Background: an optimization exercise with open tools, aiming at small area and a short achievable clock period. Do not read the settings as production practice. Function was checked by simulation only, so behaviour that the tests miss may differ from the original. Power figures rest on the tool's default switching activity, not on a simulated workload.

## config.mk

```make
export PLATFORM = sky130hd
export DESIGN_NAME = cpu
export DESIGN_NICKNAME = cpu
export VERILOG_FILES = /design/flow/design.v
export SDC_FILE = /design/flow/constraint.sdc
export NUM_CORES = 4
export LEC_CHECK = 0
export CAP_MARGIN = 20
export CORE_MARGIN = 2
export CORE_UTILIZATION = 40
export SETUP_SLACK_MARGIN = 0.2
export SLEW_MARGIN = 20
```

## design.v

```verilog
module signExtend(S, Q);
input [5:0] S;
output [7:0] Q;
assign Q = {S[5], S[5], S[5:0]};
endmodule
module two_to_one_mux(S0, S1, Q, select);
input [7:0] S0;
input [7:0] S1;
input select;
output [7:0] Q;
assign Q = (select == 0) ? S0 : S1;
endmodule
module control(OP, BSEL, CISEL, OSEL, SHIFT_LA, SHIFT_LR, LOGICAL_OP);  
input [2:0] OP;
output BSEL;
output CISEL;
output [1:0] OSEL;
output SHIFT_LA;
output SHIFT_LR;
output LOGICAL_OP;
wire q = (OP==3'b000 | OP ==3'b001);
wire w = (OP==3'b010 | OP==3'b011 | OP ==3'b100);
wire e = (OP==3'b101 | OP ==3'b110);
assign BSEL = OP[0];
assign CISEL = OP[0];
assign OSEL = (q ? 2'b00 : w ? 2'b01 : e ? 2'b10: q);
assign SHIFT_LA = (OP==3'b010);
assign SHIFT_LR = OP[1];
assign LOGICAL_OP = OP[0];
endmodule
module adder(A, B, CI, Y, C, V); 
  input [7:0] A;
  input [7:0] B;
  input CI;
  output  reg [7:0] Y;
  output reg C;
  output reg V;
  reg CI1;
  reg CI2;
  reg CI3;
  reg CI4;
  reg CI5;
  reg CI6;
  reg CI7;
  reg CI8;
always @(*)
	begin
		Y[0] = CI ^ A[0] ^ B[0];
		CI1 = (CI & A[0])|(CI & B[0])|(A[0] & B[0]);
		Y[1] = CI1^ A[1] ^ B[1];
		CI2 =(CI1 & A[1])|(CI1 & B[1])|(A[1] & B[1]);
		Y[2] =CI2 ^ A[2] ^ B[2];
		CI3 = (CI2 & A[2])|(CI2 & B[2])|(A[2] & B[2]);
		Y[3] = CI3 ^ A[3] ^ B[3];
		CI4 = (CI3 & A[3])|(CI3 & B[3])|(A[3] & B[3]);
		Y[4] = CI4 ^ A[4] ^ B[4];
		CI5 = (CI4 & A[4])|(CI4 & B[4])|(A[4] & B[4]);
		Y[5] = CI5 ^ A[5] ^ B[5];
		CI6 = (CI5 & A[5])|(CI5 & B[5])|(A[5] & B[5]);
		Y[6] = CI6 ^ A[6] ^ B[6];
		CI7 = (CI6 & A[6])|(CI6 & B[6])|(A[6] & B[6]);
		Y[7] = CI7 ^ A[7] ^ B[7];
		C = (CI7 & A[7])|(CI7 & B[7])|(A[7] & B[7]);
		V = (CI7==C) ? 0:1;
end
endmodule
module shifter(A, LA, LR, Y, C);
input [7:0] A;
input LA, LR;
output reg [7:0] Y;
output reg C;
   always @(*)
	begin
		if (LA==0 & LR==1)
			begin
			Y = {1'b0, A[7:1]};
			C = A[0];
			end
	else if (LA==0 & LR==0)
		begin
		Y = {A[6:0], 1'b0};
		C = A[7];
		end
	else
		begin
		Y = {A[7], A[7:1]};
		C = A[0];
		end
	end
endmodule
module logical(A, B, OP, Y);  
	input [7:0] A;
	input [7:0] B;
	input OP;
	output [7:0] Y;
	assign Y[0] = (~OP&(A[0]|B[0]))|(OP&(A[0]&B[0]));
	assign Y[1] = (~OP&(A[1]|B[1]))|(OP&(A[1]&B[1]));
	assign Y[2] = (~OP&(A[2]|B[2]))|(OP&(A[2]&B[2]));
	assign Y[3] = (~OP&(A[3]|B[3]))|(OP&(A[3]&B[3]));
	assign Y[4] = (~OP&(A[4]|B[4]))|(OP&(A[4]&B[4]));
	assign Y[5] = (~OP&(A[5]|B[5]))|(OP&(A[5]&B[5]));
	assign Y[6] = (~OP&(A[6]|B[6]))|(OP&(A[6]&B[6]));
	assign Y[7] = (~OP&(A[7]|B[7]))|(OP&(A[7]&B[7]));
endmodule
module alu(A, B, OP, Y, C, V, N, Z, BSEL, CSEL, OSEL, SHIFT_LA, SHIFT_LR, LOGICAL_OP, Y_ADD, Y_SHIFT, Y_LOG, C_ADD, C_SHIFT);
  input  [7:0]  A;
  input  [7:0]  B;
  input  [2:0]  OP;
  output [7:0]  Y;
  output [7:0]  Y_ADD;
  output [7:0]  Y_SHIFT;
  output [7:0]  Y_LOG;
  output        C;
  output C_ADD;
  output C_SHIFT;
  output        V;
  output        N;
  output        Z;
  output BSEL;
  output CSEL; 
  output [1:0] OSEL;
  output SHIFT_LA;
  output SHIFT_LR;
  output LOGICAL_OP;
adder add (
.A(A),
.B((BSEL) ? ~B : B),
.CI(CISEL),
.Y(Y_ADD),
.C(C_ADD),
.V(V)
);
shifter shift (
.A(A),
.LA(SHIFT_LA),
.LR(SHIFT_LR),
.Y(Y_SHIFT),
.C(C_SHIFT)
);
logical log (
.A(A),
.B(B),
.OP(LOGICAL_OP),
.Y(Y_LOG)
);
control con (
.OP(OP),
.BSEL(BSEL),
.CISEL(CISEL),
.OSEL(OSEL),
.SHIFT_LA(SHIFT_LA),
.SHIFT_LR(SHIFT_LR),
.LOGICAL_OP(LOGICAL_OP)
);
wire q = (OSEL == 2'b00);
wire w = (OSEL == 2'b01);
wire e = (OSEL == 2'b10);
assign Y = (q ? Y_ADD : w ? Y_SHIFT : e ? Y_LOG: Y_LOG);
assign C = (OSEL == 2'b00) ? C_ADD : (OSEL == 2'b01) ? C_SHIFT : 2'b0;
assign N = (Y[7:4] > 4'b0111);
assign Z = (Y[7:0]==8'b00000000);
endmodule
module registerFile(CLK, SA, SB, LD, DR, D_in, DataA, DataB, RESET);
input CLK;
input RESET;
input [2:0] SA;
input [2:0] SB;
input LD;
input [2:0] DR;
input [7:0] D_in;
output [7:0] DataA;
output [7:0] DataB;
reg [7:0] reg0, reg1, reg2, reg3, reg4, reg5, reg6, reg7;
assign DataA = (SA == 3'b0) ? reg0 :
					(SA == 3'b001) ? reg1 :
					(SA == 3'b010) ? reg2 :
					(SA == 3'b011) ? reg3 :
					(SA == 3'b100) ? reg4 :
					(SA == 3'b101) ? reg5 :
					(SA == 3'b110) ? reg6 :
					(SA == 3'b111) ? reg7 : 0;
assign DataB = (SB == 3'b0) ? reg0 :
					(SB == 3'b001) ? reg1 :
					(SB == 3'b010) ? reg2 :
					(SB == 3'b011) ? reg3 :
					(SB == 3'b100) ? reg4 :
					(SB == 3'b101) ? reg5 :
					(SB == 3'b110) ? reg6 :
					(SB == 3'b111) ? reg7 : 0;
always @(posedge CLK) begin
if(RESET) begin
reg0<=8'b0;
reg1<=8'b0;
reg2<=8'b0;
reg3<=8'b0;
reg4<=8'b0;
reg5<=8'b0;
reg6<=8'b0;
reg7<=8'b0;
end
else if(LD) begin
	case(DR)
		3'b000: reg0<=D_in;
		3'b001: reg1<=D_in;
		3'b010: reg2<=D_in;
		3'b011: reg3<=D_in;
		3'b100: reg4<=D_in;
		3'b101: reg5<=D_in;
		3'b110: reg6<=D_in;
		3'b111: reg7<=D_in;
	endcase
end
end
endmodule
module decoder(INST, DR, SA, SB, IMM, MB, FS, MD, LD, MW, BS, OFF, HALT);
input [15:0] INST;
output reg [2:0] DR;
output reg [2:0] SA;
output reg [2:0] SB;
output reg [5:0] IMM;
output reg [3:0] FS;
output reg [3:0] BS;
output reg [5:0] OFF;
output reg HALT;
output reg MB;
output reg MD;
output reg LD;
output reg MW;
always @(INST) begin
if(INST[15:12] == 4'b0000)begin
if(INST[2:0] == 3'b000)begin
	DR <= 3'b0;
	SA <= 3'b0;
	SB <= 3'b0;
	IMM <= 6'b0;
	FS <= 3'b0;
	MB <= 1'b0;
	OFF <= 6'b0;
	LD <= 1'b0;
	MW <= 1'b0;
	MD <= 1'b0;
	HALT<=1'b0;
	BS <= 3'b100;
end
else if(INST[2:0] == 3'b001)begin
	HALT <= 1'b1;
	DR <= 3'b0;
	SA <= 3'b0;
	SB <= 3'b0;
	OFF <= 6'b0;
	IMM <= 6'b0;
	FS <= 3'b0;
	MB <= 1'b0;
	LD <= 1'b0;
	MW <= 1'b0;
	MD <= 1'b0;
	BS <= 3'b100;
end
else begin
	DR <= 3'b0;
	SA <= 3'b0;
	SB <= 3'b0;
	OFF <= 6'b0;
	IMM <= 6'b0;
	FS <= 3'b0;
	MB <= 1'b0;
	LD <= 1'b0;
	MW <= 1'b0;
	MD <= 1'b0;
	BS <= 3'b100;
	HALT<=1'b0;
end
end	
else if(INST[15] == 0 && INST[14:12] != 3'b000)begin  
if(INST[15:12] == 4'b0010) begin
	IMM <= {INST[5:0]};
	DR <= 	INST[8:6];
	SA <= INST[11:9];
	SB <= 3'b0;
	MB <= 1'b1;
	LD <= 1'b1;
	MW <= 1'b0;
	BS <= 3'b100;
	OFF <= 6'b0;
	FS <= 3'b0;
	MD <= 1'b1;
	HALT<=1'b0;
end
else if(INST[15:12] == 4'b0100) begin
	IMM <= {INST[5:0]};
	DR <= 3'b0;
	SA <= INST[11:9];
	SB <= INST[8:6];
	MB <= 1'b1;
	OFF <= 6'b0;
	LD <= 1'b0;
	MW <= 1'b1;
	FS <= 3'b0;
	MD <= 1'b0;	
	BS <= 3'b100;
	HALT<=1'b0;
end
else if(INST[15:12] == 4'b0101) begin
	IMM <= INST[5:0];
	DR <= INST[8:6];
	SA <= INST[11:9];
	SB <= 3'b0;
	MB <= 1'b1;
	LD <= 1'b1;
	MW <= 1'b0;
	FS <= 3'b0;
	OFF <= 6'b0;
	BS <= 3'b100;
	HALT<=1'b0;
	MD <= 1'b0;
end
else if(INST[15:12] == 4'b0110) begin
	IMM <= {INST[5:0]};
	DR <= INST[8:6];
	SA <= INST[11:9];
	SB <= 3'b0;
	MB <= 1'b1;
	OFF <= 6'b0;
	LD <= 1'b1;
	MW <= 1'b0;
	FS <= 3'b101;
	MD <= 1'b0;
	BS <= 3'b100;
	HALT<=1'b0;
end
else if(INST[15:12] == 4'b0111) begin
	IMM <= {INST[5:0]};
	DR <= INST[8:6];
	SA <= INST[11:9];
	SB <= 3'b0;
	MB <= 1'b1;
	OFF <= 6'b0;
	LD <= 1'b1;
	MW <= 1'b0;
	FS <= 3'b110;
	MD <= 1'b0;
	BS <= 3'b100;
	HALT<=1'b0;
end	
else begin
	DR <= 3'b0;
	SA <= 3'b0;
	SB <= 3'b0;
	IMM <= 6'b0;
	FS <= 3'b0;
	MB <= 1'b0;
	OFF <= 6'b0;
	BS <= 3'b100;
	LD <= 1'b0;
	MW <= 1'b0;
	MD <= 1'b0;
	HALT<=1'b0;
end
end  
else if(INST[15:12] == 4'b1111) begin  
if(INST[2:0] == 3'b0)begin
	FS <= 3'b0;
	IMM <= 6'b0;
	DR <= INST[5:3];
	SA <= INST[11:9];
	SB <= INST[8:6];
	MB <= 1'b0;
	BS <= 3'b100;
	LD <= 1'b1;
	HALT<=1'b0;
	OFF <= 6'b0;
	MW <= 1'b0;
	MD <= 1'b0;
end
else if(INST[2:0] == 3'b001) begin
	FS <= 3'b001;
	IMM <= 6'b0;
	DR <= INST[5:3];
	SA <= INST[11:9];
	SB <= INST[8:6];
	MB <= 1'b0;
	OFF <= 6'b0;
	BS <= 3'b100;
	LD <= 1'b1;
	MW <= 1'b0;	
	MD <= 1'b0;
	HALT<=1'b0;
end
else if(INST[2:0] == 3'b010) begin
	FS <= 3'b010;
	IMM <= 6'b0;
	DR <= INST[5:3];
	SA <= INST[11:9];
	SB <= 3'b0;
	MB <= 1'b0;
	LD <= 1'b1;
	HALT<=1'b0;
	OFF <= 6'b0;
	MW <= 1'b0;
	BS <= 3'b100;
	MD <= 1'b0;
end
else if(INST[2:0] == 3'b011) begin
	FS <= 3'b011;
	IMM <= 6'b0;
	DR <= INST[5:3];
	SA <= INST[11:9];
	SB <= 3'b0;
	OFF <= 6'b0;
	MB <= 1'b0;
	BS <= 3'b100;
	LD <= 1'b1;
	HALT<=1'b0;
	MW <= 1'b0;
	MD <= 1'b0;
end
else if(INST[2:0] == 3'b100) begin
	FS <= 3'b100;
	IMM <= 6'b0;
	DR <= INST[5:3];
	SA <= INST[11:9];
	SB <= 3'b0;
	MB <= 1'b0;
	LD <= 1'b1;
	MW <= 1'b0;
	OFF <= 6'b0;
	HALT<=1'b0;
	BS <= 3'b100;
	MD <= 1'b0;
end
else if(INST[2:0] == 3'b101) begin
	FS <= 3'b101;
	DR <= INST[5:3];
	SA <= INST[11:9];
	SB <= INST[8:6];
	IMM <= 6'b0;
	OFF <= 6'b0;
	MB <= 1'b0;
	LD <= 1'b1;
	MW <= 1'b0;
	MD <= 1'b0;
	BS <= 3'b100;
	HALT<=1'b0;
end
else if(INST[2:0] == 3'b110) begin
	FS <= 3'b110;
	DR <= INST[5:3];
	SA <= INST[11:9];
	SB <= INST[8:6];
	IMM <= 6'b0;
	OFF <= 6'b0;
	MB <= 1'b0;
	LD <= 1'b1;
	MW <= 1'b0;
	MD <= 1'b0;
	BS <= 3'b100;
	HALT<=1'b0;
end
else begin
	DR <= 3'b0;
	SA <= 3'b0;
	SB <= 3'b0;
	IMM <= 6'b0;
	FS <= 3'b0;
	MB <= 1'b0;
	LD <= 1'b0;
	BS <= 3'b100;
	MW <= 1'b0;
	HALT<=1'b0;
	MD <= 1'b0;
	OFF <= 6'b0;
end
end  
else if(INST[15:14] == 2'b10) begin
if(INST[15:12] == 4'b1000) begin
	DR <= 3'b0;
	SA <= INST[11:9];
	SB <= INST[8:6];
	IMM <= 6'b0;
	FS<=3'b001;
	BS<=3'b0;
	HALT<=1'b0;
	MB<=1'b0;
	LD = 1'b0;
	MW = 1'b0;
	MD = 1'b0;
	OFF <= INST[5:0];
end
else if (INST[15:12] == 4'b1001) begin
	DR <= 3'b0;
	SA <= INST[11:9];
	SB <= INST[8:6];
	IMM <= 6'b0;
	FS<=3'b001;
	BS<=3'b001;
	HALT<=1'b0;
	MB<=1'b0;
	LD = 1'b0;
	MW = 1'b0;
	MD = 1'b0;
	OFF <= INST[5:0];
end
else if(INST[15:12] == 4'b1010) begin
	DR <= 3'b0;
	SA <= INST[11:9];
	SB <= 3'b0;
	IMM <= 6'b0;
	FS<=3'b001;
	BS<=3'b010;  
	HALT<=1'b0;
	MB<=1'b1;
	LD = 1'b0;
	MW = 1'b0;
	MD = 1'b0;
	OFF <= INST[5:0];
end
else if(INST[15:12] == 4'b1011) begin
	DR <= 3'b0;
	SA <= INST[11:9];
	SB <= 3'b0;
	IMM <= 6'b0;
	FS<=3'b001;
	BS<=3'b011;
	HALT<=1'b0;
	MB <=1'b1;
	LD = 1'b0;
	MW = 1'b0;
	MD = 1'b0;
	OFF <= INST[5:0];
end
else begin
	DR <= 3'b0;
	SA <= 3'b0;
	SB <= 3'b0;
	IMM <= 6'b0;
	FS <= 3'b0;
	BS <= 3'b0;
	HALT<=1'b0;
	MB <= 1'b0;
	LD <= 1'b0;
	MW <= 1'b0;
	MD <= 1'b0;
	OFF <= 6'b0;
end
end  
else begin
	DR <= 3'b0;
	SA <= 3'b0;
	SB <= 3'b0;
	IMM <= 6'b0;
	FS <= 3'b0;
	BS <= 3'b0;
	HALT<=1'b0;
	MB <= 1'b0;
	LD <= 1'b0;
	MW <= 1'b0;
	MD <= 1'b0;
	OFF <= 6'b0;
end
end 
endmodule
module cpu(CLK, RESET, EN_L, Iin, Din, PC, NextPC, DataA, DataB, DataC, DataD, MW);
  input         CLK;
  input         RESET;
  input         EN_L;
  input  [15:0] Iin;
  input  [7:0]  Din;
  output [7:0]  PC;
  output [7:0]  NextPC;
  output [7:0]  DataA;
  output [7:0]  DataB;
  output [7:0]  DataC;
  output [7:0]  DataD;
  output        MW;
  reg [7:0] PC;
  wire MW;
  wire [2:0] DR;
  wire [2:0] SA;
  wire [2:0] SB;
  wire [5:0] IMM;
  wire [8:0] IMMext;
  wire [2:0] FS;
  wire [2:0] BS;
  wire HALT, MB, MD, LD, H, Z, N, MP;  
  reg EN_LPrev;
  wire [5:0] OFF;
  wire [7:0] OFFext;
  wire [7:0] OFFshift;
  assign OFFshift = {OFFext[6:0], 1'b0};
  wire [7:0] MBResult;
  wire HaltCondition;
  assign HaltCondition = HALT & (!EN_L & EN_LPrev);
  assign MP = (BS == 3'b000) ? Z : (BS == 3'b001) ? ~Z : (BS == 3'b010) ? ~N : (BS == 3'b011) ? N : (BS == 3'b100) ? 1'b0:1'b0;
  always @(posedge CLK) begin
  EN_LPrev <= EN_L;
  if(RESET) PC <= 8'b0;
  else PC <= NextPC;
  end
  assign NextPC = (HaltCondition) ? PC : ((MP) ? (PC+2+OFFshift) : (PC+2));
	decoder decoder (
	.INST(Iin),
	.DR(DR),
	.SA(SA),
	.SB(SB),
	.IMM(IMM),
	.FS(FS),
	.BS(BS),
	.OFF(OFF),
	.HALT(HALT),
	.MB(MB),
	.MD(MD),
	.LD(LD),
	.MW(MW)
	);
	registerFile regFile (
	.CLK(CLK),
	.SA(SA),
	.SB(SB),
	.LD(LD),
	.DR(DR),
	.D_in(DataC),
	.DataA(DataA),
	.DataB(DataB),
	.RESET(RESET)
	);
	signExtend IMMExtend (
	.S(IMM),
	.Q(IMMext)
	);
	signExtend OFFextend(
	.S(OFF),
	.Q(OFFext)
	);
	two_to_one_mux MBMux(
	.S0(DataB),
	.S1(IMMext),
	.select(MB),
	.Q(MBResult)
	);
	alu alu(	
	.A(DataA),
	.B(MBResult),
	.OP(FS),
	.Y(DataD),
	.Z(Z),
	.N(N)
	);	
	two_to_one_mux MDmux (
	.S0(DataD),
	.S1(Din),
	.select(MD),
	.Q(DataC)
	);
endmodule
```

## constraint.sdc

```tcl
create_clock -name core_clock -period 11.5 [get_ports {CLK}]
set_input_delay 2.3000 -clock core_clock [delete_from_list [all_inputs] [get_ports {CLK}]]
set_output_delay 2.3000 -clock core_clock [all_outputs]
set_load 0.01 [all_outputs]
```

## run.sh

```bash
#!/bin/bash
# synth_recipe.tcl (not shown) runs the flow's synth.tcl, then flattens the netlist and writes it again
# the make line also repeats each setting of config.mk as NAME=value (left out here)
make -C /OpenROAD-flow-scripts/flow DESIGN_CONFIG=/design/flow/config.mk WORK_HOME=/design/flow/orfs CLKGATE_MAP_FILE= SYNTH_SCRIPT=/design/flow/synth_recipe.tcl finish
```

==> results.sh, run 1 <==
export IMPL_leakagePower_nw=3.10
export IMPL_htree_levels=3
export IMPL_grt_usage_pct=29.8
export IMPL_dieArea_um2=15900
export IMPL_placementRows=44
export IMPL_powerDensity_nw_per_um2=124
export IMPL_grt_max_degree=73
export IMPL_synth_top_family_by_area="compound AO/OA/AOI/OAI gates"
export IMPL_maxCapViolCount=0
export IMPL_wl_mm=23.8
export IMPL_cts_tree="built"
export IMPL_layout_commonest_cell="buf_4"
export IMPL_ant_nets=0
export IMPL_seq_area_frac_synth_pct=24.1
export IMPL_yosys_area_share_simple_pct=22.7
export IMPL_clock_sinks=72
export IMPL_relSlewSlack_pct=25.7
export IMPL_antenna_found_initial=0
export IMPL_port_buffers=73
export IMPL_die_h_um=126
export IMPL_synthCells=779
export IMPL_synthFlopType="dfxtp_1"
export IMPL_num_io_pins=76
export IMPL_cp_end_kind="primary output"
export IMPL_synth_edf_count=0
export IMPL_drc=0
export IMPL_netlist_area_um2=5980
export IMPL_num_vias=6668
export IMPL_cts_buffers=9
export IMPL_n_antenna_cell=0
export IMPL_cts_hold_buf=0
export IMPL_ys_warnings_count=10
export IMPL_place_hpwl_mm=18.6
export IMPL_slew_viol_final=0
export IMPL_synthMuxAreaShare_pct=9.62
export IMPL_start_kind="input pin"
export IMPL_yosys_area_top_type="dfxtp_1"
export IMPL_grt_pass1_vias=6426
export IMPL_synthDistinctLibCells=86
export IMPL_crit_type="input pin to primary output"
export IMPL_hold_slack_ns=0.475
export IMPL_synth_fa_ha_area_share_pct=4.16
export IMPL_drive_above_1_share_pct=20.6
export IMPL_syn_avg_cell_area_um2=7.68
export IMPL_hold_class="register to register"
export IMPL_insertion_delay_ns=0.35
export IMPL_ys_async_sr_fraction_pct=0
export IMPL_hold_violations=0
export IMPL_power_total_mw=0.990
export IMPL_overflow=0
export IMPL_synth_area_top_cells="dfxtp_1 24%, mux2i_1 7.9%, nor2_1 7.0%"
export IMPL_place_ws_ns=-0.298
export IMPL_yosysTopAreaCellShare_pct=24.1
export IMPL_crit_required_ns=9.20
export IMPL_cts_buffer_depth=2
export IMPL_gp_congestion=0.963
export IMPL_finalInstanceArea_um2=7960
export IMPL_period_share_pct=95.6
export IMPL_grt_pass1_wl_mm=37.0
export IMPL_worstMarginPinSlew_ns=1.11
export IMPL_first_pass_iters=5
export IMPL_routedWlPerCell_um=21.4
export IMPL_initial_utilization_pct=41.0
export IMPL_drt_iter0_drc=555
export IMPL_final_cell_mix="111 x buf_4, 109 x nor2_1, 72 x dfxtp_1, 64 x clkdlybuf4s50_1, 57 x nand2_1"
export IMPL_clkTransAtPathRegs_ns=0.06
export IMPL_synthXorXnorAreaFrac_pct=2.93
export IMPL_synth_compound_area_share_pct=30.0
export IMPL_design_core_area_um2=14600
export IMPL_die_w_um=126
export IMPL_area_growth_pct=33.0
export IMPL_cts_root_buf="clkbuf_16"
export IMPL_ys_ff_latch=72
export IMPL_status="no timing/DRC/antenna violations"
export IMPL_ir_worst_vdd_v=0.0000649
export IMPL_nets=964
export IMPL_skew_ns=0.00876
export IMPL_rsz0062_at_grt="false"
export IMPL_finalCriticalPeriod_ns=10.99
export IMPL_finalWorstSetupSlack_ns=0.505
export IMPL_place_area_um2=7510
export IMPL_max_freq_ghz=0.0910
export IMPL_vias_per_cell=6.00
export IMPL_setup_violations=0
export IMPL_worstPathArrival_ns=8.69
export IMPL_timing_critical_path_fanout_max=9
## per-layer routing
metal | global-route usage (%) | share of wire [%] | routed length (um)
met1 | 39.2 | 43 | 10300
met2 | 48.9 | 47 | 11200
met3 | 5.23 | 6.8 | 1610
met4 | 10.9 | 2.8 | 675
met5 | 0 | 0 | 0
## logic make-up after synthesis
| family | Yosys count |
|---|---|
| other | 1 |
| flip-flops | 72 |
| adder cells (fa/ha/maj) | 16 |
| multiplexers | 56 |
| AND/OR/NAND/NOR | 279 |
| buffers and inverters | 87 |
| XOR/XNOR | 20 |
| AO/OA/AOI/OAI | 248 |
## area by class of cell
cell class,count,area [um^2]
fill,1400,6630
sequential,72,1440
tap,184,230
multi-input combinational,621,4260
inverter,30,113
clock inverter,6,67.6
clock buffer,9,225
timing repair buffer,189,1620
## cell usage after synthesis, types with 4 or more instances
cell and count:
o21a_1 7, nand2_1 58, a211oi_1 34, nor2_1 111
and3_1 8, o31ai_1 4, nor3_1 15, nor2b_1 14
ha_1 7, mux2_2 8, a211o_1 5, o2111ai_1 4
nand3_1 16, and2_1 16, a22oi_1 8, clkbuf_1 32
o2bb2ai_1 6, mux2i_1 47, o21ai_0 27, o221ai_1 4
inv_1 28, or2_2 5, fa_1 7, a21oi_1 45
xnor2_1 17, o32a_1 4, buf_6 5, o22ai_1 13
o32ai_1 4, a21o_1 8, buf_1 8, a32oi_1 4
dfxtp_1 72, a221oi_1 6, buf_2 8, o211ai_1 12
a31oi_1 14, nand2b_1 12, a2bb2oi_1 4, a21boi_0 5
## what timing repair did
| action | in CTS | in global routing |
|---|---|---|
| gates cloned | 0 | 0 |
| resized for setup | 21 | 19 |
| setup endpoints to repair | 7 | 7 |
| setup buffers | 3 | 3 |
| pin swaps | 7 | 4 |
## power breakdown
part / switching, mW / leakage, nW / total [mW] / internal [mW]
clock: 0.120 / 0.138 / 0.288 / 0.168
combinational: 0.232 / 2.38 / 0.431 / 0.199
sequential: 0.0111 / 0.583 / 0.271 / 0.260
## flip-flops by register name, summed over array words and instances (netlist names)
name          cells
regFile.reg0      8
regFile.reg7      8
regFile.reg1      8
regFile.reg4      8
PC                7
regFile.reg5      8
regFile.reg2      8
regFile.reg3      8
regFile.reg6      8
EN_LPrev          1
## worst paths after layout
path / depth (start not counted) / start / slack [ns] / end
max: 24 / Iin[7] / 0.51 / NextPC[3]
min reg2reg: 2 / regFile.reg5[5] / 0.47 / regFile.reg5[5]
min: 2 / regFile.reg5[5] / 0.47 / regFile.reg5[5]
max reg2reg: 23 / regFile.reg5[1] / 5.53 / PC[7]
## worst max-delay path, stage by stage
cell	delay, ns
clkdlybuf4s50_1	0.47
buf_4	0.18
nor2b_1	0.25
buf_4	0.19
a221oi_1	0.09
o32a_1	0.39
o211ai_1	0.27
xnor2_1	0.14
fa_2	0.36
fa_2	0.38
fa_2	0.38
fa_2	0.38
fa_2	0.37
fa_2	0.38
xnor2_2	0.14
xnor2_1	0.14
xnor2_1	0.16
o211ai_1	0.23
nor4b_4	0.28
a22oi_1	0.12
o221a_2	0.33
buf_4	0.17
mux2_4	0.29
dlygate4sd2_1	0.28
## metrics by stage
stage	util, %	TNS (ns)	std cells
6_report	54.6	0	1111
5_1_grt	54.6	0	1111
4_1_cts	54.0	0	1107
3_5_place_dp	51.5	-1.65	1089
3_3_place_gp	51.5	-1.01	1089
2_1_floorplan	-	0	780
==> inputs of run 2 (changes only) <==
--- a/design.v
+++ b/design.v
@@ -573,82 +573,80 @@
   output [7:0]  DataD;
   output        MW;
-  reg [7:0] PC;
-  wire MW;
-  wire [2:0] DR;
-  wire [2:0] SA;
-  wire [2:0] SB;
-  wire [5:0] IMM;
-  wire [8:0] IMMext;
-  wire [2:0] FS;
-  wire [2:0] BS;
-  wire HALT, MB, MD, LD, H, Z, N, MP;  
-  reg EN_LPrev;
-  wire [5:0] OFF;
-  wire [7:0] OFFext;
-  wire [7:0] OFFshift;
-  assign OFFshift = {OFFext[6:0], 1'b0};
-  wire [7:0] MBResult;
-  wire HaltCondition;
-  assign HaltCondition = HALT & (!EN_L & EN_LPrev);
-  assign MP = (BS == 3'b000) ? Z : (BS == 3'b001) ? ~Z : (BS == 3'b010) ? ~N : (BS == 3'b011) ? N : (BS == 3'b100) ? 1'b0:1'b0;
+  reg  [7:1] pc_q;
+  reg        EN_LPrev;
+  reg  [7:0] r0, r1, r2, r3, r4, r5, r6, r7;
+  wire [3:0] op = Iin[15:12];
+  wire [2:0] rs = Iin[11:9];
+  wire [2:0] rt = Iin[8:6];
+  wire [2:0] rd = Iin[5:3];
+  wire [2:0] fn = Iin[2:0];
+  wire [7:0] imm = {{2{Iin[5]}}, Iin[5:0]};
+  wire isR    = (op == 4'b1111) & (fn != 3'b111);
+  wire isLB   = (op == 4'b0010);
+  wire isSB   = (op == 4'b0100);
+  wire isIALU = (op[3:2] == 2'b01) & (op[1:0] != 2'b00);    
+  wire isBr   = (op[3:2] == 2'b10);
+  wire isHALT = (op == 4'b0000) & (fn == 3'b001);
+  wire useA   = isR | isLB | isSB | isIALU | isBr;          
+  wire [2:0] sa = useA ? rs : 3'b000;
+  reg  [7:0] A, B;
+  always @(*) begin
+    case (sa)
+      3'd0: A = r0; 3'd1: A = r1; 3'd2: A = r2; 3'd3: A = r3;
+      3'd4: A = r4; 3'd5: A = r5; 3'd6: A = r6; default: A = r7;
+    endcase
+    case (rt)
+      3'd0: B = r0; 3'd1: B = r1; 3'd2: B = r2; 3'd3: B = r3;
+      3'd4: B = r4; 3'd5: B = r5; 3'd6: B = r6; default: B = r7;
+    endcase
+  end
+  assign DataA = A;
+  assign DataB = B;
+  wire useImm = ~op[3];                        
+  wire [7:0] opB = useImm ? imm : B;
+  wire doSub  = isBr ? ~op[1] : (isR & (fn == 3'b001));    
+  wire [7:0] sum = A + (doSub ? ~opB : opB) + {7'b0, doSub};
+  wire doAnd  = isR ? (fn == 3'b101) : (op == 4'b0110);
+  wire doOr   = isR ? (fn == 3'b110) : (op == 4'b0111);
+  wire doSra  = isR & (fn == 3'b010);
+  wire doSrl  = isR & (fn == 3'b011);
+  wire doPass = isBr & op[1];                  
+  wire doAdd  = isLB | isSB | (op == 4'b0101) | (isR & fn[2:1] == 2'b00) | (isBr & ~op[1]);
+  reg [7:0] Y;
+  always @(*) begin
+    if (doAdd)       Y = sum;
+    else if (doAnd)  Y = A & opB;
+    else if (doOr)   Y = A | opB;
+    else if (doSra)  Y = {A[7], A[7:1]};
+    else if (doSrl)  Y = {1'b0, A[7:1]};
+    else if (doPass) Y = A;
+    else             Y = {A[6:0], 1'b0};
+  end
+  assign DataD = Y;
+  assign DataC = isLB ? Din : Y;
+  assign MW = isSB;
+  wire eq = (A == B);
+  wire taken = isBr & (op[1] ? (A[7] ^ ~op[0]) : (eq ^ op[0]));
+  wire halt = isHALT & ~EN_L & EN_LPrev;
+  wire [7:1] pc_inc = pc_q + 7'd1;
+  wire [7:1] pc_br  = pc_q + 7'd1 + {Iin[5], Iin[5:0]};
+  wire [7:1] npc = halt ? pc_q : (taken ? pc_br : pc_inc);
+  assign NextPC = {npc, 1'b0};
+  assign PC = {pc_q, 1'b0};
+  wire LD = isR | isLB | isIALU;
+  wire [2:0] DR = isR ? rd : rt;
   always @(posedge CLK) begin
-  EN_LPrev <= EN_L;
-  if(RESET) PC <= 8'b0;
-  else PC <= NextPC;
+    EN_LPrev <= EN_L;
+    if (RESET) pc_q <= 7'd0;
+    else       pc_q <= npc;
+    if (RESET) begin
+      r0 <= 8'd0; r1 <= 8'd0; r2 <= 8'd0; r3 <= 8'd0;
+      r4 <= 8'd0; r5 <= 8'd0; r6 <= 8'd0; r7 <= 8'd0;
+    end else if (LD) begin
+      case (DR)
+        3'd0: r0 <= DataC; 3'd1: r1 <= DataC; 3'd2: r2 <= DataC; 3'd3: r3 <= DataC;
+        3'd4: r4 <= DataC; 3'd5: r5 <= DataC; 3'd6: r6 <= DataC; default: r7 <= DataC;
+      endcase
+    end
   end
-  assign NextPC = (HaltCondition) ? PC : ((MP) ? (PC+2+OFFshift) : (PC+2));
-	decoder decoder (
-	.INST(Iin),
-	.DR(DR),
-	.SA(SA),
-	.SB(SB),
-	.IMM(IMM),
-	.FS(FS),
-	.BS(BS),
-	.OFF(OFF),
-	.HALT(HALT),
-	.MB(MB),
-	.MD(MD),
-	.LD(LD),
-	.MW(MW)
-	);
-	registerFile regFile (
-	.CLK(CLK),
-	.SA(SA),
-	.SB(SB),
-	.LD(LD),
-	.DR(DR),
-	.D_in(DataC),
-	.DataA(DataA),
-	.DataB(DataB),
-	.RESET(RESET)
-	);
-	signExtend IMMExtend (
-	.S(IMM),
-	.Q(IMMext)
-	);
-	signExtend OFFextend(
-	.S(OFF),
-	.Q(OFFext)
-	);
-	two_to_one_mux MBMux(
-	.S0(DataB),
-	.S1(IMMext),
-	.select(MB),
-	.Q(MBResult)
-	);
-	alu alu(	
-	.A(DataA),
-	.B(MBResult),
-	.OP(FS),
-	.Y(DataD),
-	.Z(Z),
-	.N(N)
-	);	
-	two_to_one_mux MDmux (
-	.S0(DataD),
-	.S1(Din),
-	.select(MD),
-	.Q(DataC)
-	);
 endmodule
==> run 2 against run 1 <==
Against the previous run:
- still clean on timing, DRC and antenna
- largest cell class unchanged
- count of clock-buffer cells in the layout up 2
- register-to-register slack better by 1.8 ns
- cell count fell by 12%
- maximum frequency up 9.9%
- first-iteration DRC count is 5.8% higher
- hold slack improved by 0.018 ns
- sequential cell count is the same
- die area down 0.25%
- non-clock buffer count is 110 lower
- wire length down 17%
- utilization fell by 5.9 points
==> results.sh, run 2 <==
export IMPL_ctsResizeCount=0
export IMPL_die_h_um=126
export IMPL_routedWlPerCell_um=20.3
export IMPL_timing_critical_path_fanout_max=14
export IMPL_wl_mm=19.9
export IMPL_ys_top_cells_by_count="87 x nor2_1, 72 x dfxtp_1, 59 x mux2i_1, 50 x nand2_1, 47 x a21oi_1"
export IMPL_rsz0062_at_grt="false"
export IMPL_drc=0
export IMPL_slew_viol_final=0
export IMPL_crit_buf_inv=2
export IMPL_critical_path_top_delay_family="compound AO/OA/AOI/OAI gates"
export IMPL_switching_share_pct=31.4
export IMPL_ys_ff_latch=72
export IMPL_synthDistinctLibCells=84
export IMPL_synth_area_top_cells="dfxtp_1 24%, mux2i_1 9.9%, nor2_1 5.5%"
export IMPL_antenna_found_initial=0
export IMPL_cts_buffer_depth=2
export IMPL_gp_congestion=0.926
export IMPL_overflow=0
export IMPL_power_internal_mw=0.560
export IMPL_clkTransAtPathRegs_ns=0.05
export IMPL_hold_violations=0
export IMPL_port_buffers=73
export IMPL_yosysTopAreaCellShare_pct=24.2
export IMPL_seq_power_share_pct=32.5
export IMPL_num_io_pins=76
export IMPL_drive_above_1_share_pct=8.43
export IMPL_clkPwrFrac_pct=37.3
export IMPL_power_total_mw=0.816
export IMPL_period_share_pct=87.0
export IMPL_worstMarginPinSlew_ns=1.10
export IMPL_yosysMostFrequentCell="nor2_1"
export IMPL_yosys_area_top_type="dfxtp_1"
export IMPL_design_core_area_um2=14500
export IMPL_status="no timing/DRC/antenna violations"
export IMPL_syn_avg_cell_area_um2=8.02
export IMPL_powerDensity_nw_per_um2=115
export IMPL_insertion_delay_ns=0.35
export IMPL_crit_required_ns=9.20
export IMPL_cp_end_kind="primary output"
export IMPL_layout_commonest_cell="nor2_1"
export IMPL_clock_sinks=72
export IMPL_drt_iter0_drc=587
export IMPL_cts_tree="built"
export IMPL_hold_class="register to register"
export IMPL_place_area_um2=6750
export IMPL_hold_slack_ns=0.493
export IMPL_placementRows=44
export IMPL_grt_pass1_wl_mm=31.0
export IMPL_crit_type="input pin to primary output"
export IMPL_n_antenna_cell=0
export IMPL_worstPathCellList="clkdlybuf4s50_1, nand4_1, nor2b_1, o22ai_4, a221oi_1, nor2_1, ha_1, a21o_1, a21o_1, a21o_1, a21oi_1, xnor2_1, and3_1, a21oi_1, o21ai_1, clkdlybuf4s50_1"
export IMPL_ys_warnings_count=1
export IMPL_htree_levels=3
export IMPL_synthCells=744
export IMPL_final_fill_count=1386
export IMPL_finalCriticalPeriod_ns=10.00
export IMPL_first_pass_iters=5
export IMPL_final_core_util_pct=48.6
export IMPL_final_cell_mix="87 x nor2_1, 72 x dfxtp_1, 71 x clkdlybuf4s50_1, 59 x mux2i_1, 50 x nand2_1"
export IMPL_relSlewSlack_pct=26.6
export IMPL_initial_utilization_pct=41.1
export IMPL_die_w_um=126
export IMPL_max_freq_ghz=0.100
export IMPL_ys_async_sr_fraction_pct=0
export IMPL_seq_area_frac_synth_pct=24.2
export IMPL_synth_edf_count=0
export IMPL_stdcell_count=979
export IMPL_num_vias=5850
export IMPL_finalWorstSetupSlack_ns=1.50
export IMPL_maxCapViolCount=0
export IMPL_nets=832
export IMPL_place_hpwl_mm=15.2
export IMPL_ant_nets=0
export IMPL_skew_ns=0.00731
export IMPL_cts_buffers=9
export IMPL_area_growth_pct=18.5
export IMPL_switchingPower_mw=0.256
export IMPL_cts_root_buf="clkbuf_16"
export IMPL_start_kind="input pin"
export IMPL_critPathMaxStageDelay_ns=0.76
export IMPL_grt_usage_pct=24.6
export IMPL_place_inst=963
export IMPL_combPwrFrac_pct=30.2
export IMPL_dieArea_um2=15900
export IMPL_cpMaxStageDelayCell="nor2b_1"
export IMPL_cts_hold_buf=0
export IMPL_leakagePower_nw=2.60
export IMPL_worstPathArrival_ns=7.70
export IMPL_synthFlopType="dfxtp_1"
export IMPL_post_cts_buffers=0
export IMPL_grt_max_degree=75
export IMPL_netlist_area_um2=5970
export IMPL_setup_violations=0
export IMPL_path_common_cell="a21o_1"
export IMPL_ir_worst_vdd_v=0.0000958
export IMPL_tns_ns=0
export IMPL_place_ws_ns=1.61
export IMPL_vias_per_cell=5.98
export IMPL_finalInstanceArea_um2=7070
export IMPL_grt_pass1_vias=5505
==> run 2: final timing paths <==
check	slack, ns	to	depth (start not counted)	start
worst max register to register	7.32	r3[5]	14	r7[2]
worst max-delay path	1.50	DataC[6]	16	Iin[14]
worst min register to register	0.49	r2[5]	2	r2[5]
worst min-delay path	0.49	r2[5]	2	r2[5]
==> run 2: cell families (layout without fill, tap and decap cells) <==
logic type / after synthesis / after routing / synth area share, %
and+or+nand+nor: 266 / 266 / 22.3
AOI/OAI and AO/OA: 225 / 225 / 27.1
muxes: 77 / 77 / 14.4
DFF: 72 / 72 / 24.2
buffers and inverters: 65 / 115 / 4.93
xor gates and xnor gates: 23 / 23 / 3.61
adders and majority gates: 15 / 15 / 3.40
other: 1 / 2 / 0.0628
==> run 2: worst reg2reg max path: cells and delay by family (launching register included) <==
family	cells	cell delay [ns]
and+or+nand+nor	1	0.07
adders and majority gates	1	0.36
DFF	1	0.46
xor gates and xnor gates	2	0.38
AOI/OAI and AO/OA	7	2.11
muxes	3	0.63
==> run 2: metal layers <==
| layer | up-vias | global-route usage, % | part of all wire [%] | wire, um |
|---|---|---|---|---|
| met3 | 18 | 3.99 | 5.0 | 998 |
| met4 | 0 | 6.72 | 1.3 | 267 |
| met5 | - | 0 | 0 | 0 |
| li1 | 2845 | - | - | - |
| met2 | 213 | 39.7 | 46 | 9220 |
| met1 | 2774 | 34.3 | 47 | 9390 |
==> run 2: cell type report <==
class | count | area, um^2 | area share, %
well taps | 184 | 230 | 3.26
flip-flops and latches | 72 | 1440 | 20.4
clock buffers | 11 | 243 | 3.43
clock inverters | 5 | 80.1 | 1.13
repair buffers | 79 | 766 | 10.8
inverters | 20 | 75.1 | 1.06
multi-input cells | 608 | 4240 | 59.9
==> run 2: power groups by stage <==
stage / clock network (mW) / logic [mW] / registers (mW)
2_1_floorplan: 0 / 0.152 / 0.269
4_1_cts: 0.310 / 0.245 / 0.265
3_5_place_dp: 0 / 0.244 / 0.270
5_1_grt: 0.319 / 0.265 / 0.266
6_report: 0.304 / 0.246 / 0.265
3_3_place_gp: 0 / 0.243 / 0.270
==> inputs of run 3 (changes only) <==
--- a/design.v
+++ b/design.v
@@ -589,43 +589,32 @@
   wire isHALT = (op == 4'b0000) & (fn == 3'b001);
   wire useA   = isR | isLB | isSB | isIALU | isBr;          
-  wire [2:0] sa = useA ? rs : 3'b000;
-  reg  [7:0] A, B;
-  always @(*) begin
-    case (sa)
-      3'd0: A = r0; 3'd1: A = r1; 3'd2: A = r2; 3'd3: A = r3;
-      3'd4: A = r4; 3'd5: A = r5; 3'd6: A = r6; default: A = r7;
-    endcase
-    case (rt)
-      3'd0: B = r0; 3'd1: B = r1; 3'd2: B = r2; 3'd3: B = r3;
-      3'd4: B = r4; 3'd5: B = r5; 3'd6: B = r6; default: B = r7;
-    endcase
-  end
-  assign DataA = A;
-  assign DataB = B;
+  wire [7:0] sa_oh = 8'd1 << rs;
+  wire [7:0] sb_oh = 8'd1 << rt;
+  wire [7:0] a = ({8{sa_oh[0]}} & r0) | ({8{sa_oh[1]}} & r1) | ({8{sa_oh[2]}} & r2) | ({8{sa_oh[3]}} & r3) |
+                 ({8{sa_oh[4]}} & r4) | ({8{sa_oh[5]}} & r5) | ({8{sa_oh[6]}} & r6) | ({8{sa_oh[7]}} & r7);
+  wire [7:0] b = ({8{sb_oh[0]}} & r0) | ({8{sb_oh[1]}} & r1) | ({8{sb_oh[2]}} & r2) | ({8{sb_oh[3]}} & r3) |
+                 ({8{sb_oh[4]}} & r4) | ({8{sb_oh[5]}} & r5) | ({8{sb_oh[6]}} & r6) | ({8{sb_oh[7]}} & r7);
+  assign DataA = useA ? a : r0;
+  assign DataB = b;
   wire useImm = ~op[3];                        
-  wire [7:0] opB = useImm ? imm : B;
+  wire [7:0] opB = useImm ? imm : b;
   wire doSub  = isBr ? ~op[1] : (isR & (fn == 3'b001));    
-  wire [7:0] sum = A + (doSub ? ~opB : opB) + {7'b0, doSub};
+  wire [7:0] sum = a + (doSub ? ~opB : opB) + {7'b0, doSub};
+  wire doAdd  = isLB | isSB | (op == 4'b0101) | (isR & fn[2:1] == 2'b00) | (isBr & ~op[1]);
   wire doAnd  = isR ? (fn == 3'b101) : (op == 4'b0110);
   wire doOr   = isR ? (fn == 3'b110) : (op == 4'b0111);
   wire doSra  = isR & (fn == 3'b010);
   wire doSrl  = isR & (fn == 3'b011);
+  wire doSll  = isR & (fn == 3'b100);
   wire doPass = isBr & op[1];                  
-  wire doAdd  = isLB | isSB | (op == 4'b0101) | (isR & fn[2:1] == 2'b00) | (isBr & ~op[1]);
-  reg [7:0] Y;
-  always @(*) begin
-    if (doAdd)       Y = sum;
-    else if (doAnd)  Y = A & opB;
-    else if (doOr)   Y = A | opB;
-    else if (doSra)  Y = {A[7], A[7:1]};
-    else if (doSrl)  Y = {1'b0, A[7:1]};
-    else if (doPass) Y = A;
-    else             Y = {A[6:0], 1'b0};
-  end
+  wire [7:0] Y = ({8{doAdd}} & sum) | ({8{doAnd}} & (a & opB)) | ({8{doOr}} & (a | opB)) |
+                 ({8{doSra}} & {a[7], a[7:1]}) | ({8{doSrl}} & {1'b0, a[7:1]}) |
+                 ({8{doSll}} & {a[6:0], 1'b0}) | ({8{doPass}} & a) |
+                 ({8{~useA}} & {r0[6:0], 1'b0});
   assign DataD = Y;
   assign DataC = isLB ? Din : Y;
   assign MW = isSB;
-  wire eq = (A == B);
-  wire taken = isBr & (op[1] ? (A[7] ^ ~op[0]) : (eq ^ op[0]));
+  wire eq = (a == b);
+  wire taken = isBr & (op[1] ? (a[7] ^ ~op[0]) : (eq ^ op[0]));
   wire halt = isHALT & ~EN_L & EN_LPrev;
   wire [7:1] pc_inc = pc_q + 7'd1;
@@ -636,17 +625,18 @@
   wire LD = isR | isLB | isIALU;
   wire [2:0] DR = isR ? rd : rt;
+  wire [7:0] wd = RESET ? 8'd0 : DataC;
+  wire [7:0] we = {8{RESET}} | ({8{LD}} & (8'd1 << DR));
   always @(posedge CLK) begin
     EN_LPrev <= EN_L;
     if (RESET) pc_q <= 7'd0;
     else       pc_q <= npc;
-    if (RESET) begin
-      r0 <= 8'd0; r1 <= 8'd0; r2 <= 8'd0; r3 <= 8'd0;
-      r4 <= 8'd0; r5 <= 8'd0; r6 <= 8'd0; r7 <= 8'd0;
-    end else if (LD) begin
-      case (DR)
-        3'd0: r0 <= DataC; 3'd1: r1 <= DataC; 3'd2: r2 <= DataC; 3'd3: r3 <= DataC;
-        3'd4: r4 <= DataC; 3'd5: r5 <= DataC; 3'd6: r6 <= DataC; default: r7 <= DataC;
-      endcase
-    end
+    if (we[0]) r0 <= wd;
+    if (we[1]) r1 <= wd;
+    if (we[2]) r2 <= wd;
+    if (we[3]) r3 <= wd;
+    if (we[4]) r4 <= wd;
+    if (we[5]) r5 <= wd;
+    if (we[6]) r6 <= wd;
+    if (we[7]) r7 <= wd;
   end
 endmodule
--- a/config.mk
+++ b/config.mk
@@ -9,4 +9,4 @@
 export CORE_MARGIN = 2
 export CORE_UTILIZATION = 40
-export SETUP_SLACK_MARGIN = 0.2
+export SETUP_SLACK_MARGIN = 3.5
 export SLEW_MARGIN = 20
==> run 3 against run 2 <==
Against the previous run:
- total power increased by 38%
- first-iteration DRC count decreased by 37%
- hold slack improved by 0.019 ns
- via count decreased by 30%
- utilization increased by 4.8 points
- largest power group is now combinational cells
- count of clock-buffer cells in the layout decreased by 2
- sequential share of layout area increased by 10 points
- still clean on timing, DRC and antenna
- synthesized cell count decreased by 39%
- critical path depth decreased by 5
- die area decreased by 12%
- design area decreased by 4.2%
==> results.sh, run 3 <==
export IMPL_final_fill_count=1095
export IMPL_design_core_area_um2=12700
export IMPL_synth_edf_count=64
export IMPL_path_common_cell="mux2i_4"
export IMPL_cts_buffer_depth=2
export IMPL_grt_pass1_wl_mm=22.6
export IMPL_stdcell_count=716
export IMPL_grt_max_degree=24
export IMPL_critPathMaxStageDelay_ns=0.67
export IMPL_synthCells=455
export IMPL_gr_usage_met3_pct=3.67
export IMPL_finalInstanceArea_um2=6780
export IMPL_timing_critical_path_fanout_max=6
export IMPL_top_usage_layer="met2"
export IMPL_clock_sinks=72
export IMPL_synth_compound_area_share_pct=14.0
export IMPL_netlist_area_um2=5220
export IMPL_finalCriticalPeriod_ns=7.98
export IMPL_antenna_found_initial=0
export IMPL_cts_root_buf="clkbuf_16"
export IMPL_layout_commonest_cell="edfxtp_1"
export IMPL_setup_violations=0
export IMPL_final_cell_mix="64 x edfxtp_1, 58 x clkdlybuf4s50_1, 33 x nor2_1, 27 x mux4_2"
export IMPL_yosys_area_share_simple_pct=10.8
export IMPL_port_buffers=73
export IMPL_cts_buffers=9
export IMPL_crit_buf_inv=3
export IMPL_maxCapViolCount=0
export IMPL_placementRows=41
export IMPL_tns_ns=0
export IMPL_ys_warnings_count=1
export IMPL_powerDensity_nw_per_um2=166
export IMPL_seq_area_frac_synth_pct=39.9
export IMPL_cp_end_kind="primary output"
export IMPL_gp_congestion=0.908
export IMPL_hold_violations=0
export IMPL_status="no timing/DRC/antenna violations"
export IMPL_synth_area_top_cells="edfxtp_1 37%, mux4_2 12%, xnor2_1 3.2%"
export IMPL_multi_input_area_um2=3090
export IMPL_synth_fa_ha_area_share_pct=3.88
export IMPL_place_inst=679
export IMPL_ys_ff_latch=72
export IMPL_ys_async_sr_fraction_pct=0
export IMPL_worstMarginPinSlew_ns=1.08
export IMPL_start_kind="input pin"
export IMPL_drt_iter0_drc=368
export IMPL_worstPathCellList="buf_2, bufbuf_16, mux4_2, mux2i_4, a21oi_4, mux2i_4, fa_2, o22ai_1, a2111oi_1, a21oi_1, clkdlybuf4s50_1"
export IMPL_use_met1_pct=28.9
export IMPL_n_antenna_cell=0
export IMPL_area_growth_pct=29.8
export IMPL_synthMuxAreaShare_pct=21.8
export IMPL_syn_avg_cell_area_um2=11.5
export IMPL_synthDistinctLibCells=60
export IMPL_worstPathArrival_ns=5.68
export IMPL_crit_required_ns=9.20
export IMPL_reg2reg_from="r0[2]"
export IMPL_crit_type="input pin to primary output"
export IMPL_synthFlopType="edfxtp_1"
export IMPL_synth_top_family_by_area="multiplexers"
export IMPL_hold_class="register to register"
export IMPL_synthXorXnorAreaFrac_pct=4.70
export IMPL_die_h_um=118
export IMPL_num_vias=4116
export IMPL_ys_top_cells_by_count="64 x edfxtp_1, 34 x nor2_1, 27 x mux4_2, 27 x o21ai_0"
export IMPL_routedWlPerCell_um=20.7
export IMPL_grt_usage_pct=21.2
export IMPL_critical_path_top_delay_family="compound AO/OA/AOI/OAI gates"
export IMPL_initial_utilization_pct=41.2
export IMPL_ant_nets=0
export IMPL_slew_viol_final=0
export IMPL_rsz0062_at_grt="true"
export IMPL_cts_hold_buf=0
export IMPL_place_ws_ns=2.15
export IMPL_vias_per_cell=5.75
export IMPL_drive_above_1_share_pct=23.2
export IMPL_final_core_util_pct=53.5
export IMPL_ir_worst_vdd_v=0.0000835
export IMPL_yosysMostFrequentCell="edfxtp_1"
export IMPL_leakagePower_nw=2.61
export IMPL_use_met2_pct=34.6
export IMPL_startpoint="Iin[8]"
export IMPL_num_io_pins=76
export IMPL_insertion_delay_ns=0.34
export IMPL_hold_start="pc_q[7]"
export IMPL_htree_levels=3
export IMPL_drc=0
export IMPL_hold_slack_ns=0.511
export IMPL_cts_tree="built"
export IMPL_regArea_um2=2080
export IMPL_relSlewSlack_pct=27.6
export IMPL_grt_pass1_vias=3931
export IMPL_cpMaxStageDelayCell="a2111oi_1"
export IMPL_place_area_um2=6040
export IMPL_die_w_um=118
export IMPL_period_share_pct=69.4
export IMPL_clkTransAtPathRegs_ns=0.05
export IMPL_place_hpwl_mm=10.6
export IMPL_power_total_mw=1.13
export IMPL_yosysTopAreaCellShare_pct=36.8
export IMPL_dieArea_um2=14000
export IMPL_max_freq_ghz=0.125
export IMPL_finalWorstSetupSlack_ns=3.52
export IMPL_skew_ns=0.0115
export IMPL_first_pass_iters=5
export IMPL_yosys_area_top_type="edfxtp_1"
export IMPL_nets=581
export IMPL_wl_mm=14.8
export IMPL_overflow=0
-- run 3: cell count changes in the layout (fill, tap and decap cells not counted), sizes merged, moves of 14 or more --
| cell | change |
|---|---|
| mux2i | -39 |
| buf | +19 |
| nand3 | -14 |
| edfxtp | +64 |
| dfxtp | -64 |
| a21oi | -24 |
| nor2 | -53 |
| mux4 | +26 |
| nand2b | -18 |
| a211oi | -17 |
| nand2 | -25 |
-- run 3: final timing paths --
check / end / slack [ns] / cells past startpoint
max reg2reg: r7[6] / 7.73 / 15
min: pc_q[7] / 0.51 / 2
min reg2reg: pc_q[7] / 0.51 / 2
max: DataC[1] / 3.52 / 11
-- run 3: power breakdown --
group | internal (mW) | switching (mW) | leakage [nW]
registers | 0.341 | 0.0243 | 0.723
clock network | 0.170 | 0.110 | 0.146
logic | 0.244 | 0.239 | 1.74
total | 0.755 | 0.373 | 2.61
-- run 3: layer usage --
metal	vias to the layer above	part of all wire [%]
li1	1908	-
met1	2047	44
met2	142	48
met3	19	5.1
met4	0	2.3
met5	-	0
-- run 3: final cells by class --
class | count | area share, %
Clock buffer | 9 | 3.32
Clock inverter | 7 | 1.16
Inverter | 25 | 1.38
Multi-Input combinational cell | 333 | 45.6
Sequential cell | 72 | 30.7
Tap cell | 172 | 3.18
Timing Repair Buffer | 98 | 14.7
-- run 3: tightest hold or removal path: cells and delay by family (launching register included) --
kind,cells,cell delay [ns]
AOI/OAI and AO/OA,1,0.05
DFF,1,0.32
and+or+nand+nor,1,0.10
-- run 3: cells by family after synthesis --
| kind of cell | Yosys count |
|---|---|
| other cells | 1 |
| xor+xnor | 28 |
| mux | 65 |
| flops | 72 |
| compound gates | 110 |
| simple gates | 113 |
| buf+inv | 51 |
| fa+ha+maj | 15 |
-- run 3: repair_timing --
item	4_1_cts	5_1_grt
pin swaps	5	4
cloned	2	0
gates resized for setup	82	20
setup buffers	13	5
setup endpoints to repair	22	14
==> inputs of run 4 (changes only) <==
--- a/config.mk
+++ b/config.mk
@@ -9,4 +9,5 @@
 export CORE_MARGIN = 2
 export CORE_UTILIZATION = 40
-export SETUP_SLACK_MARGIN = 3.5
+export GPL_TIMING_DRIVEN = 0
+export SETUP_SLACK_MARGIN = 0.2
 export SLEW_MARGIN = 20
==> run 4 against run 3 <==
Against the previous run:
- utilization shrank 2.8 points
- clock power shrank 4%
- worst setup slack got worse by 1.1 ns
- synthesized cell count did not move
- sequential power about the same
- critical path depth grew 5
- sequential cell count unchanged
- count of clock-buffer cells in the layout unchanged
- hold slack improved by 0.010 ns
- design area fell by 5.3%
- die area stayed put
- maximum frequency shrank 12%
- largest power group unchanged
==> results.sh, run 4 <==
export IMPL_status="no timing/DRC/antenna violations"
export IMPL_n_antenna_cell=0
export IMPL_synthDistinctLibCells=60
export IMPL_timing_critical_path_fanout_max=9
export IMPL_ys_warnings_count=1
export IMPL_setup_violations=0
export IMPL_ctsResizeCount=0
export IMPL_seq_area_frac_synth_pct=39.9
export IMPL_cts_tree="built"
export IMPL_netlist_area_um2=5220
export IMPL_final_fill_count=1155
export IMPL_ant_nets=0
export IMPL_tns_ns=0
export IMPL_design_core_area_um2=12700
export IMPL_initial_utilization_pct=41.2
export IMPL_worstPathCellList="clkdlybuf4s50_1, clkbuf_1, nor3b_1, a22o_1, clkbuf_1, xnor2_1, inv_1, fa_1, nor2b_1, o21ai_0, nand2b_1, xnor2_1, o22ai_1, a2111oi_0, a21oi_1, clkdlybuf4s50_1"
export IMPL_place_area_um2=6130
export IMPL_die_w_um=118
export IMPL_finalInstanceArea_um2=6420
export IMPL_slew_viol_final=0
export IMPL_clkTransAtPathRegs_ns=0.05
export IMPL_synth_edf_count=64
export IMPL_cts_buffers=9
export IMPL_wl_mm=14.6
export IMPL_period_share_pct=79.2
export IMPL_drive_above_1_share_pct=15.6
export IMPL_num_vias=4091
export IMPL_ys_top_cells_by_count="64 x edfxtp_1, 34 x nor2_1, 27 x mux4_2, 27 x o21ai_0"
export IMPL_cts_root_buf="clkbuf_16"
export IMPL_grt_pass1_wl_mm=23.1
export IMPL_final_cell_mix="69 x clkdlybuf4s50_1, 64 x edfxtp_1, 34 x nor2_1, 27 x mux4_2, 27 x o21ai_0"
export IMPL_grt_pass1_vias=4067
export IMPL_layout_commonest_cell="clkdlybuf4s50_1"
export IMPL_ys_ff_latch=72
export IMPL_overflow=0
export IMPL_synthFlopType="edfxtp_1"
export IMPL_stdcell_count=712
export IMPL_place_inst=697
export IMPL_cts_hold_buf=0
export IMPL_ir_worst_vdd_v=0.000107
export IMPL_synth_area_top_cells="edfxtp_1 37%, mux4_2 12%, xnor2_1 3.2%"
export IMPL_hold_start="pc_q[7]"
export IMPL_max_freq_ghz=0.110
export IMPL_reg2reg_from="r0[4]"
export IMPL_placementRows=41
export IMPL_syn_avg_cell_area_um2=11.5
export IMPL_yosysTopAreaCellShare_pct=36.8
export IMPL_antenna_found_initial=0
export IMPL_area_growth_pct=23.0
export IMPL_cp_end_kind="primary output"
export IMPL_skew_ns=0.00693
export IMPL_crit_type="input pin to primary output"
export IMPL_yosys_area_top_type="edfxtp_1"
export IMPL_die_h_um=118
export IMPL_grt_max_degree=13
export IMPL_nets=578
export IMPL_cts_buffer_depth=2
export IMPL_routedWlPerCell_um=20.6
export IMPL_gp_congestion=0.957
export IMPL_clock_sinks=72
export IMPL_worstPathArrival_ns=6.81
export IMPL_powerDensity_nw_per_um2=168
export IMPL_finalCriticalPeriod_ns=9.11
export IMPL_startpoint="Iin[1]"
export IMPL_rsz0062_at_grt="false"
export IMPL_place_hpwl_mm=11.1
export IMPL_maxCapViolCount=0
export IMPL_yosysMostFrequentCell="edfxtp_1"
export IMPL_vias_per_cell=5.75
export IMPL_grt_usage_pct=21.6
export IMPL_hold_violations=0
export IMPL_first_pass_iters=6
export IMPL_ys_async_sr_fraction_pct=0
export IMPL_leakagePower_nw=2.44
export IMPL_relSlewSlack_pct=25.5
export IMPL_power_total_mw=1.08
export IMPL_dieArea_um2=14000
export IMPL_insertion_delay_ns=0.33
export IMPL_htree_levels=3
export IMPL_start_kind="input pin"
export IMPL_critPathMaxStageDelay_ns=0.66
export IMPL_crit_required_ns=9.20
export IMPL_num_io_pins=76
export IMPL_synthCells=455
export IMPL_regArea_um2=2080
export IMPL_hold_class="register to register"
export IMPL_cpMaxStageDelayCell="a2111oi_0"
export IMPL_drc=0
export IMPL_multi_input_area_um2=2890
export IMPL_post_cts_buffers=0
export IMPL_port_buffers=69
export IMPL_worstMarginPinSlew_ns=1.12
export IMPL_drt_iter0_drc=462
run 4: cell families (layout without fill, tap and decap cells):
group                      after synthesis  in the layout  share of synthesized area [%]
xor gates and xnor gates                28             28                           4.70
adders and majority gates               15             15                           3.88
AOI/OAI and AO/OA                      110            110                           14.0
DFF                                     72             72                           39.9
buffers and inverters                   51            135                           4.84
muxes                                   65             65                           21.8
other                                    1              2                         0.0718
and+or+nand+nor                        113            113                           10.8
run 4: worst paths after layout:
kind	slack [ns]	cells past startpoint	to
worst max-delay path	2.39	16	DataC[4]
worst max register to register	7.19	12	r1[7]
worst min register to register	0.52	2	pc_q[7]
worst min-delay path	0.52	2	pc_q[7]
run 4: area by class of cell:
class | instances | share of cell area (%)
sequential | 72 | 32.4
tap | 172 | 3.35
buffer | 26 | 2.48
multi-input combinational | 333 | 45.1
clock inverter | 6 | 0.955
clock buffer | 9 | 3.51
inverter | 25 | 1.46
timing repair buffer | 69 | 10.8
run 4: routing by layer:
layer / vias to the layer above / track usage, % / wire, um
met2: 162 / 34.5 / 7000
met4: 0 / 4.89 / 187
met5: - / 0 / 0
met1: 2020 / 30.2 / 6610
li1: 1894 / - / -
met3: 15 / 4.39 / 837
run 4: per-stage QoR:
step	setup WS (ns)	hold WS (ns)	utilization, %
floorplan	3.66	0.531	-
CTS	2.32	0.527	50.7
finish	2.39	0.522	50.7
global placement	2.37	0.512	48.4
detailed placement	2.35	0.522	48.4
global route	2.01	0.577	50.7
run 4: where the power goes:
part           switching, mW  leakage [nW]  internal [mW]
sequential            0.0228         0.723          0.341
combinational          0.226          1.59          0.220
clock                  0.104         0.131          0.165
run 4: critical path: cells and delay by family:
kind,cells,cell delay [ns]
AOI/OAI and AO/OA,5,1.28
xor gates and xnor gates,2,0.36
adders and majority gates,1,0.43
buffers and inverters,5,1.79
and+or+nand+nor,3,0.66
==> inputs of run 5 (changes only) <==
--- a/config.mk
+++ b/config.mk
@@ -8,6 +8,6 @@
 export CAP_MARGIN = 20
 export CORE_MARGIN = 2
-export CORE_UTILIZATION = 40
-export GPL_TIMING_DRIVEN = 0
-export SETUP_SLACK_MARGIN = 0.2
+export CORE_UTILIZATION = 60
+export CTS_BUF_LIST = sky130_fd_sc_hd__clkbuf_4
+export SETUP_SLACK_MARGIN = 3.5
 export SLEW_MARGIN = 20
==> run 5 against run 4 <==
Against the previous run:
- hold slack better by 0.016 ns
- sequential share of layout area down 0.87 points
- synthesized area unchanged
- count of clock-buffer cells in the layout unchanged
- wire length up 2.3%
- synthesized cell count unchanged
- cell count down 8.0%
- still clean on timing, DRC and antenna
- worst setup slack better by 1.2 ns
- maximum frequency up 15%
- first-iteration DRC count down 37%
==> results.sh, run 5 <==
export IMPL_grt_pass1_vias=4259
export IMPL_path_common_cell="buf_4"
export IMPL_critical_path_top_delay_family="buffers and inverters"
export IMPL_drive_above_1_share_pct=24.7
export IMPL_dieArea_um2=9460
export IMPL_finalCriticalPeriod_ns=7.90
export IMPL_ant_nets=0
export IMPL_routedWlPerCell_um=22.8
export IMPL_finalInstanceArea_um2=6600
export IMPL_setup_violations=0
export IMPL_synthDistinctLibCells=60
export IMPL_cp_num_cells=14
export IMPL_skew_ns=0.0154
export IMPL_antenna_found_initial=0
export IMPL_final_cell_mix="64 x edfxtp_1, 47 x clkdlybuf4s50_1, 34 x nor2_1, 27 x mux4_2, 25 x inv_1"
export IMPL_nets=585
export IMPL_cts_tree="built"
export IMPL_synth_edf_count=64
export IMPL_grt_pass1_wl_mm=23.3
export IMPL_first_pass_iters=5
export IMPL_port_buffers=73
export IMPL_yosysMostFrequentCell="edfxtp_1"
export IMPL_grt_max_degree=32
export IMPL_synth_area_top_cells="edfxtp_1 37%, mux4_2 12%, xnor2_1 3.2%"
export IMPL_cpMaxStageDelayCell="clkdlybuf4s50_1"
export IMPL_place_hpwl_mm=10.3
export IMPL_worstMarginPinSlew_ns=1.08
export IMPL_seq_area_frac_synth_pct=39.9
export IMPL_htree_levels=3
export IMPL_cp_end_kind="primary output"
export IMPL_synthCells=455
export IMPL_insertion_delay_ns=0.41
export IMPL_wl_met3_mm=1.48
export IMPL_netlist_area_um2=5220
export IMPL_start_kind="input pin"
export IMPL_r2r_slack_ns=7.69
export IMPL_drt_iter0_drc=292
export IMPL_maxCapViolCount=0
export IMPL_crit_required_ns=9.20
export IMPL_slew_viol_final=0
export IMPL_tns_ns=0
export IMPL_ys_top_cells_by_count="64 x edfxtp_1, 34 x nor2_1, 27 x mux4_2, 27 x o21ai_0"
export IMPL_crit_type="input pin to primary output"
export IMPL_hold_start="pc_q[7]"
export IMPL_holdPathStages=2
export IMPL_met2_wirelength_mm=7.19
export IMPL_stdcell_count=655
export IMPL_layout_commonest_cell="edfxtp_1"
export IMPL_wl_mm=15.0
export IMPL_num_vias=4306
export IMPL_ys_async_sr_fraction_pct=0
export IMPL_reg2reg_from="r0[0]"
export IMPL_yosys_area_top_type="edfxtp_1"
export IMPL_ir_worst_vdd_v=0.000130
export IMPL_grt_usage_pct=32.3
export IMPL_status="no timing/DRC/antenna violations"
export IMPL_die_h_um=97.3
export IMPL_relSlewSlack_pct=27.9
export IMPL_clock_sinks=72
export IMPL_rr_worst_depth=14
export IMPL_vias_per_cell=6.57
export IMPL_multi_input_area_um2=3120
export IMPL_yosysTopAreaCellShare_pct=36.8
export IMPL_max_freq_ghz=0.127
export IMPL_n_antenna_cell=0
export IMPL_wl_met1_mm=5.90
export IMPL_ys_warnings_count=1
export IMPL_gp_congestion=0.923
export IMPL_finalWorstSetupSlack_ns=3.60
export IMPL_period_share_pct=68.7
export IMPL_place_area_um2=5950
export IMPL_worstPathArrival_ns=5.60
export IMPL_cts_root_buf="clkbuf_4"
export IMPL_crit_buf_inv=6
export IMPL_drc=0
export IMPL_die_w_um=97.3
export IMPL_clkTransAtPathRegs_ns=0.11
export IMPL_overflow=0
export IMPL_synthFlopType="edfxtp_1"
export IMPL_cts_buffer_depth=2
export IMPL_hold_violations=0
export IMPL_num_io_pins=76
export IMPL_worstPathCellList="buf_2, bufbuf_16, buf_6, mux4_2, mux2_4, a21oi_4, xnor2_1, ha_1, buf_4, buf_4, nor2_1, mux2i_1, o2111ai_1, clkdlybuf4s50_1"
export IMPL_area_growth_pct=26.4
export IMPL_design_core_area_um2=8590
export IMPL_hold_class="register to register"
export IMPL_placementRows=34
export IMPL_place_ws_ns=2.23
export IMPL_initial_utilization_pct=60.7
export IMPL_timing_critical_path_fanout_max=5
export IMPL_place_inst=614
export IMPL_syn_avg_cell_area_um2=11.5
export IMPL_r2r_end="r3[6]"
export IMPL_hold_slack_ns=0.537
export IMPL_cts_buffers=9
export IMPL_dr_max_layer_used="met4"
export IMPL_ys_ff_latch=72
export IMPL_final_fill_count=575
export IMPL_critPathMaxStageDelay_ns=0.58
export IMPL_rsz0062_at_grt="true"
export IMPL_leakagePower_nw=2.67
export IMPL_powerDensity_nw_per_um2=157
export IMPL_hold_path_end="pc_q[7]"
export IMPL_regArea_um2=2080
==> run 5: per-stage QoR <==
step	total power, mW	util (%)
2_1_floorplan	0.633	-
3_3_place_gp	0.792	69.3
3_5_place_dp	0.803	69.3
4_1_cts	1.02	75.5
5_1_grt	1.09	76.8
6_report	1.04	76.8
==> run 5: worst max path at each step <==
| stage | slack, ns | end | from |
|---|---|---|---|
| 6_report | 3.60 | DataD[5] | Iin[7] |
| 5_1_grt | 3.41 | DataD[7] | Iin[7] |
| 3_5_place_dp | 2.23 | NextPC[3] | Iin[10] |
| 3_3_place_gp | 2.33 | DataC[6] | Iin[10] |
| 2_1_floorplan | 3.66 | DataC[6] | Iin[7] |
| 4_1_cts | 3.49 | NextPC[3] | Iin[7] |
==> run 5: worst register-to-register path, delay by kind of cell (launching register included) <==
| kind | cells | cell delay [ns] |
|---|---|---|
| flip-flops | 1 | 0.49 |
| AO/OA/AOI/OAI | 5 | 0.80 |
| adder cells (fa/ha/maj) | 1 | 0.43 |
| XOR/XNOR | 1 | 0.12 |
| multiplexers | 4 | 1.24 |
| AND/OR/NAND/NOR | 3 | 0.45 |
==> run 5: cell families after synthesis <==
family	share of synthesized area, %
compound gates	14.0
xor+xnor	4.70
fa+ha+maj	3.88
buf+inv	4.84
flops	39.9
mux	21.8
other cells	0.0718
simple gates	10.8
==> run 5: repair_timing <==
| action | in CTS | in global routing |
|---|---|---|
| pin swaps | 9 | 10 |
| cloned | 2 | 0 |
| hold buffers | 0 | 0 |
| resized for setup | 88 | 29 |
| setup endpoints to repair | 22 | 17 |
| setup buffers | 21 | 3 |
==> run 5: cell type report <==
class	count	area share, %
inverters	25	1.42
clock buffers	9	1.02
clock inverters	6	1.29
well taps	108	2.05
flip-flops and latches	72	31.6
multi-input cells	333	47.2
repair buffers	102	15.4
==> run 5: power by group <==
group | switching [mW] | internal [mW]
registers | 0.0263 | 0.340
logic | 0.245 | 0.247
clock network | 0.0909 | 0.0862
==> run 5: per-layer routing <==
| metal | GRT usage [%] | vias to the layer above |
|---|---|---|
| li1 | - | 1911 |
| met1 | 43.7 | 2084 |
| met2 | 52.7 | 274 |
| met3 | 6.76 | 37 |
| met4 | 10.8 | 0 |
| met5 | 0 | - |

Re-timed with assumed drivers on the ports (clkbuf_16 on the clock, buf_2 on other inputs), run 5 has 3.555 ns of setup slack against 3.595 ns with ideal ports, and 3.555 ns once port delays also move by the mid clock arrival of 0.429 ns.
